From an optimization exercise on the open Yosys and OpenROAD flow, aimed at small area, a short achievable clock period and few clock cycles; shortcuts taken in it are not production practice. RTL that was checked went through simulation tests only; none was proved equivalent to the original. Power is estimated from default activity; no workload was simulated.

Design nmcu, start of the top module:
module nmcu #(
    parameter ADDR_WIDTH = 16,
    parameter DATABUS_WIDTH = 32,
    parameter MAX_DESCS = 4,
    parameter MAX_INPUT_DIM=4,
    parameter MAX_KERNEL_DIM=3
) (
    input wire clk,
    input wire rst,
    input wire start,
    output reg done,
    input wire [ADDR_WIDTH-1:0] nmcu_desc,
    input wire [ADDR_WIDTH-1:0] input_addr,
    input wire [ADDR_WIDTH-1:0] output_addr,
    input wire [$clog2(MAX_INPUT_DIM):0] full_input_width,
    input wire [$clog2(MAX_INPUT_DIM):0] full_input_height,
    input wire [$clog2(MAX_INPUT_DIM):0] full_output_width,
    input wire [$clog2(MAX_INPUT_DIM):0] full_output_height,
    output reg mem_w,
    output reg mem_sel,
    output wire [ADDR_WIDTH-1:0] address_bus,
    input wire [DATABUS_WIDTH-1:0] data_bus_in,
    output wire [DATABUS_WIDTH-1:0] data_bus_out,
    input wire ready
);
==> flow/config.mk <==
export PLATFORM = sky130hd
export DESIGN_NAME = nmcu
export DESIGN_NICKNAME = nmcu
export VERILOG_FILES = /design/flow/design.v
export SDC_FILE = /design/flow/constraint.sdc
export NUM_CORES = 8
export LEC_CHECK = 0
export ABC_CLOCK_PERIOD_IN_PS = 3500
export CAP_MARGIN = 20
export CORE_MARGIN = 2
export CORE_UTILIZATION = 55
export CTS_BUF_LIST = sky130_fd_sc_hd__clkbuf_16
export CTS_CLUSTER_DIAMETER = 60
export CTS_CLUSTER_SIZE = 28
export PLACE_DENSITY = 0.65
export SLEW_MARGIN = 20
==> flow/constraint.sdc <==
create_clock -name core_clock -period 16.0 [get_ports {clk}]
set_input_delay 3.2000 -clock core_clock [delete_from_list [all_inputs] [get_ports {clk}]]
set_output_delay 3.2000 -clock core_clock [all_outputs]
set_load 0.01 [all_outputs]
standard.sh (not shown) runs the stock make flow with config.mk's settings and CLKGATE_MAP_FILE= SYNTH_SCRIPT=/design/flow/synth_recipe.tcl, a recipe that flattens the netlist after the stock synthesis.
==> flow/flow/run.sh <==
#!/bin/bash
# Layout flow: the standard flow, with the port buffers chosen
# explicitly and timing repair aiming for more setup slack.
set -e
export BUFFER_PORTS_ARGS="-buffer_cell sky130_fd_sc_hd__buf_2"
bash standard.sh SETUP_SLACK_MARGIN=11.8 SYNTH_ARGS=-noabc finish > standard.log 2>&1
Rerun with:
--- a/flow/design.v
+++ b/flow/design.v
@@ -106,13 +106,12 @@
     reg  [2:0] hh, ww;     
     reg  [1:0] kk;         
     reg  [2:0] fiw;        
     reg  [1:0] r, c, i, j;
     reg  [15:0] address, ptr;
     reg  [31:0] xin;       
-    reg  [31:0] bd;        
     reg  [7:0] bq [0:15][0:3];
     reg  [7:0] rq [0:3];   
     reg  [23:0] s, cy;     
     reg        cb;         
     reg  [5:0] delta_q;
     reg  [7:0] ob;
@@ -128,13 +127,13 @@
     reg  [3:0] lpos;
     reg        xact, xfirst, xhasprev;   
     reg        xcommit, xdone, hasout, take, gt;
     reg  [3:0] xpos, xprev;
     reg        wb_go, wb_full, wasm_done, wr_out, wlast;    
     assign address_bus  = address;
-    assign data_bus_out = bd;
+    assign data_bus_out = xin;
     wire xfer = mem_sel && ready;
     wire rdst = (st == S_DESC) || (st == S_KLOAD) || (st == S_CONV) || (st == S_LOAD);
     reg  proc;
     wire [2:0] hk = hh - {1'b0, kk};
     wire [2:0] wk = ww - {1'b0, kk};
     reg  [1:0] kb, rb, cb_;
@@ -228,29 +227,30 @@
     wire [3:0] lpos_now = lw0 ? ((st == S_KLOAD) ? kpos : {r, c}) : lpos;
     wire [7:0] xbyte = xin[{ph, 3'b000} +: 8];
     wire xs0  = (st == S_DESC) && proc && xin[1:0] == T_MAXP && !l0;
     wire xstep = xs0 || xact;
     wire xfirst_now = xs0 || xfirst;
     wire xhasprev_now = !xs0 && xhasprev;
-    wire [7:0] fbyte = take ? bd[7:0] : rq[0];      
+    wire [7:0] fbyte = take ? xin[7:0] : rq[0];      
     wire [7:0] rn = xfirst_now ? 8'd0 : fbyte;
     wire gt_new;
     maxpool2 #(.DATA_WIDTH(8)) u_max (.first(ph == 2'd0), .gt_in(gt), .acc(rn), .in(hbq), .gt_out(gt_new));
     wire wstart = (st == S_WB) && ph == 2'd0 && !wasm_done && (!wb_full || xfer);
-    wire bshift = (st == S_DESC) || xstep || xcommit || wstart || (st == S_WB && wb_go);
+    wire wb0 = (st == S_DESC) && proc && xin[1:0] == T_NOP && !l0;
+    wire bshift = wb0 || xstep || xcommit || wstart || (st == S_WB && wb_go);
     always @(posedge clk) begin
         proc <= rdst && (xfer || got || pnd) && ph == 2'd3;
         first_q <= (i == 2'd0 && j == 2'd0);
         got <= xfer;
         pnd <= rdst && (got || pnd) && ph != 2'd0;
         delta_q <= delta;
-        if (ready)
+        if (ready && !mem_w)
             xin <= data_bus_in;
-        if (bshift)
-            bd <= (st == S_WB && wb_go && ph == 2'd3 && pend && hbq[7]) ? 32'd0 :
-                  {hbq, bd[31:8]};
+        else if (bshift)
+            xin <= (st == S_WB && wb_go && ph == 2'd3 && pend && hbq[7]) ? 32'd0 :
+                   {hbq, xin[31:8]};
         s  <= mu[31:8];
         cy <= mv[31:8];
         ul <= mu[7:0];
         vl <= mv[7:0];
         cb <= mbyte[8];
         mac_q <= mstep;
After rerunning: The new run went through all stages and came out clean. Power is higher by 18%. Utilization is higher by 1.0 points. Critical path depth is unchanged. Routed wire length is higher by 4.5%. Cell count is lower by 2.0%. Worst setup slack is worse by 0.11 ns. First-iteration DRC count is higher by 1.1%. Hold slack is worse by 0.0092 ns. Count of clock-buffer cells in the layout is lower by 2. Design area is lower by 2.2%. Global-route usage is higher by 2.4 points. Via count is higher by 0.67%. Die area is lower by 3.4%.
Testbench counts after the change, summed over its fixed seeds: cycles 17,188.
For the first run of this note, only the layout was checked, not whether the RTL still works.

---

== old ==
nmcu, a different RTL version from the one above (not shown whole).
Size in the first run: ~3100 cells after synthesis, ~760 flip-flops, ~39000 sq um of cells after synthesis.
Settings: LEC_CHECK=0, ABC_CLOCK_PERIOD_IN_PS=3500, CAP_MARGIN=20, CORE_MARGIN=2, CORE_UTILIZATION=55, CTS_BUF_LIST=sky130_fd_sc_hd__clkbuf_16, CTS_CLUSTER_DIAMETER=80, CTS_CLUSTER_SIZE=20, PLACE_DENSITY=0.65, SLEW_MARGIN=20; clock period 16.0 ns.
run.sh (not shown) runs the stock make flow with config.mk's settings and CLKGATE_MAP_FILE= SYNTH_SCRIPT=/design/flow/synth_recipe.tcl, a recipe that flattens the netlist after the stock synthesis.
Stock flow here: none of the scripts above is used.
Testbench counts of old, summed over its fixed seeds: cycles 16,367.
What new does differently from old at the input level:
--- a/flow/design.v
+++ b/flow/design.v
@@ -153,22 +153,16 @@
     wire [5:0] delta = (st == S_DESC || !j_end) ? 6'd1 : !i_end ? d_i : !c_end ? d_c : d_r;
     wire [15:0] addr_step = address + {{10{delta_q[5]}}, delta_q};
     wire [3:0] kpos = 4'd0 - k2 + i * kk + j;
     wire [1:0] rrow = ((st == S_MAXP) ? {r[0], 1'b0} : r) + i;
     wire [1:0] rcol = ((st == S_MAXP) ? {c[0], 1'b0} : c) + j;
     wire [3:0] rpos = (st == S_CONV && l0) ? kpos : {rrow, rcol};
-    reg  [15:0] rsel;
+    reg  [3:0] rpos_q;
     always @(posedge clk)
-        rsel <= 16'd1 << rpos;
-    reg  [31:0] rd_raw;
-    integer q;
-    always @(*) begin
-        rd_raw = 32'd0;
-        for (q = 0; q < 16; q = q + 1)
-            rd_raw = rd_raw | (buf_q[q] & {32{rsel[q]}});
-    end
+        rpos_q <= rpos;
+    wire [31:0] rd_raw = buf_q[rpos_q];
     wire [31:0] rd;
     relu #(.DATA_WIDTH(32)) u_relu (.en(pend), .in(rd_raw), .out(rd));
     wire stepping = step0 || (|ph);
     wire [31:0] s_o, c_o;
     conv_for_nmcu u_mac (
         .s_in (gate ? 32'd0 : s),
Findings:
- new did not stop at any stage, and its layout met the timing, DRC and antenna checks.
- Sequential element share of the synthesized area, new and old: higher on old
- In new the fraction of the cycle the final worst path needs turned out 0.22 points higher than in old.
- In the tables for new and old, width of the die reads lower with old.
- Re multiplexer share of the synthesized area: new and old aren't equal, and the lower value belongs to old.
- new against old: power shows a reduction of about 1.8%, sequential share of layout area moved down.
For new, only the layout was checked, not whether the RTL still works.

---

JK:
nmcu again, from the RTL that the note above started with.
// nmcu
module nmcu #(
    parameter ADDR_WIDTH = 16,
    parameter DATABUS_WIDTH = 32,
    parameter MAX_DESCS = 4,
    parameter MAX_INPUT_DIM=4,
    parameter MAX_KERNEL_DIM=3
) (
    input wire clk,
    input wire rst,
    input wire start,
    output reg done,
    input wire [ADDR_WIDTH-1:0] nmcu_desc,
    input wire [ADDR_WIDTH-1:0] input_addr,
    input wire [ADDR_WIDTH-1:0] output_addr,
    input wire [$clog2(MAX_INPUT_DIM):0] full_input_width,
    input wire [$clog2(MAX_INPUT_DIM):0] full_input_height,
    input wire [$clog2(MAX_INPUT_DIM):0] full_output_width,
    input wire [$clog2(MAX_INPUT_DIM):0] full_output_height,
    output reg mem_w,
    output reg mem_sel,
    output wire [ADDR_WIDTH-1:0] address_bus,
    input wire [DATABUS_WIDTH-1:0] data_bus_in,
    output wire [DATABUS_WIDTH-1:0] data_bus_out,
    input wire ready
);
Settings: LEC_CHECK=0, ABC_CLOCK_PERIOD_IN_PS=3500, CAP_MARGIN=20, CORE_MARGIN=2, CORE_UTILIZATION=55, CTS_BUF_LIST=sky130_fd_sc_hd__clkbuf_16, CTS_CLUSTER_DIAMETER=80, CTS_CLUSTER_SIZE=20, PLACE_DENSITY=0.65, SLEW_MARGIN=20; clock period 16.0 ns.
standard.sh (not shown) runs the stock make flow with config.mk's settings and CLKGATE_MAP_FILE= SYNTH_SCRIPT=/design/flow/synth_recipe.tcl, a recipe that flattens the netlist after the stock synthesis.
==> flow/flow/run.sh <==
#!/bin/bash
# Layout flow: the standard flow, with the port buffers chosen
# explicitly and timing repair aiming for more setup slack.
set -e
export BUFFER_PORTS_ARGS="-buffer_cell sky130_fd_sc_hd__buf_2"
bash standard.sh SETUP_SLACK_MARGIN=11.8 finish > standard.log 2>&1
Testbench counts of JK, summed over its fixed seeds: cycles 16,367.
--- input diff JK..MS ---
--- a/flow/design.v
+++ b/flow/design.v
@@ -170,29 +170,29 @@
     relu #(.DATA_WIDTH(32)) u_relu (.en(pend), .in(rd_raw), .out(rd));
     wire stepping = step0 || (|ph);
     wire [31:0] s_o, c_o;
     conv_for_nmcu u_mac (
         .s_in (gate ? 32'd0 : s),
         .c_in (gate ? 32'd0 : cy),
-        .a    (xin),
-        .d    (bd[7:0]),
+        .a    (bd),
+        .d    (xin[7:0]),
         .s_out(s_o),
         .c_out(c_o)
     );
     wire [31:0] mx_o;
     maxpool2 #(.DATA_WIDTH(32)) u_max (.first(mx_first), .acc(s), .in(bd), .out(mx_o));
     wire [31:0] sum = s + cy;
     always @(posedge clk) begin
         got <= xfer;
         delta_q <= delta;
         if (ready)
             xin <= data_bus_in;
         else
-            xin <= {xin[23:0], 8'd0};
+            xin <= {8'd0, xin[31:8]};
         if (stepping && !ph[3])
-            bd <= {8'd0, bd[31:8]};
+            bd <= {bd[23:0], 8'd0};
         else
             bd <= rd;
         if (stepping) begin
             s  <= s_o;
             cy <= c_o;
         end else if (mx_v) begin
Notes after the runs:
- Relative to JK, inverter count has increased by 3 in MS.
- Share of total power in combinational logic, MS and JK, higher one = JK.
- JK → MS: worst hold slack -3.2 ps; total global routing track utilization +0.36 points; setup slack -38 ps.
- Maximum frequency | MS below JK
- For synthesized area, JK and MS come out practically identical.
- Against JK, MS reports a count of clock-buffer cells in the layout that is lower.
- The run showing the smaller pin count of the biggest net entering global routing is MS.
Testbench counts of MS, summed over its fixed seeds: cycles 16,367.

[re-timing with driven ports]
How much do the figures lean on ideal ports? The routed layouts below were timed once more, with nothing changed but the port constraints. Step 1: set_driving_cell puts a clkbuf_16 on clk and a buf_2 on each other input, an assumption about the parent block. Step 2 times the ports against the registers' clock, not the clock port: input delays grow and output delays shrink by t, the midpoint of the rising clock arrivals with the driver on. a / b / c = ideal / step 1 / step 2; a / b = the first two.
run | shift t [ns] | setup slack, ns | worst setup path after step 2 | worst slew at a driven data input, ns
the first run of note 1 | 0.694 | 11.546 / 11.479 / 11.313 | input to register | 0.06
the second run of note 1 | 0.695 | 11.437 / 11.372 / 11.272 | input to register | 0.09
old | 0.694 | 10.811 / 10.742 / 10.723 | input to register | 0.09
new | 0.703 | 10.776 / 10.703 / 10.886 | input to register | 0.08
JK | 0.712 | 11.534 / 11.462 / 11.225 | input to register | 0.05
MS | 0.698 | 11.496 / 11.431 / 11.371 | input to register | 0.07
After both steps setup and hold are still met in every run listed. The setup slack of JK, which loses most, moves by -0.072 ns with the drivers and by -0.309 ns with both steps.
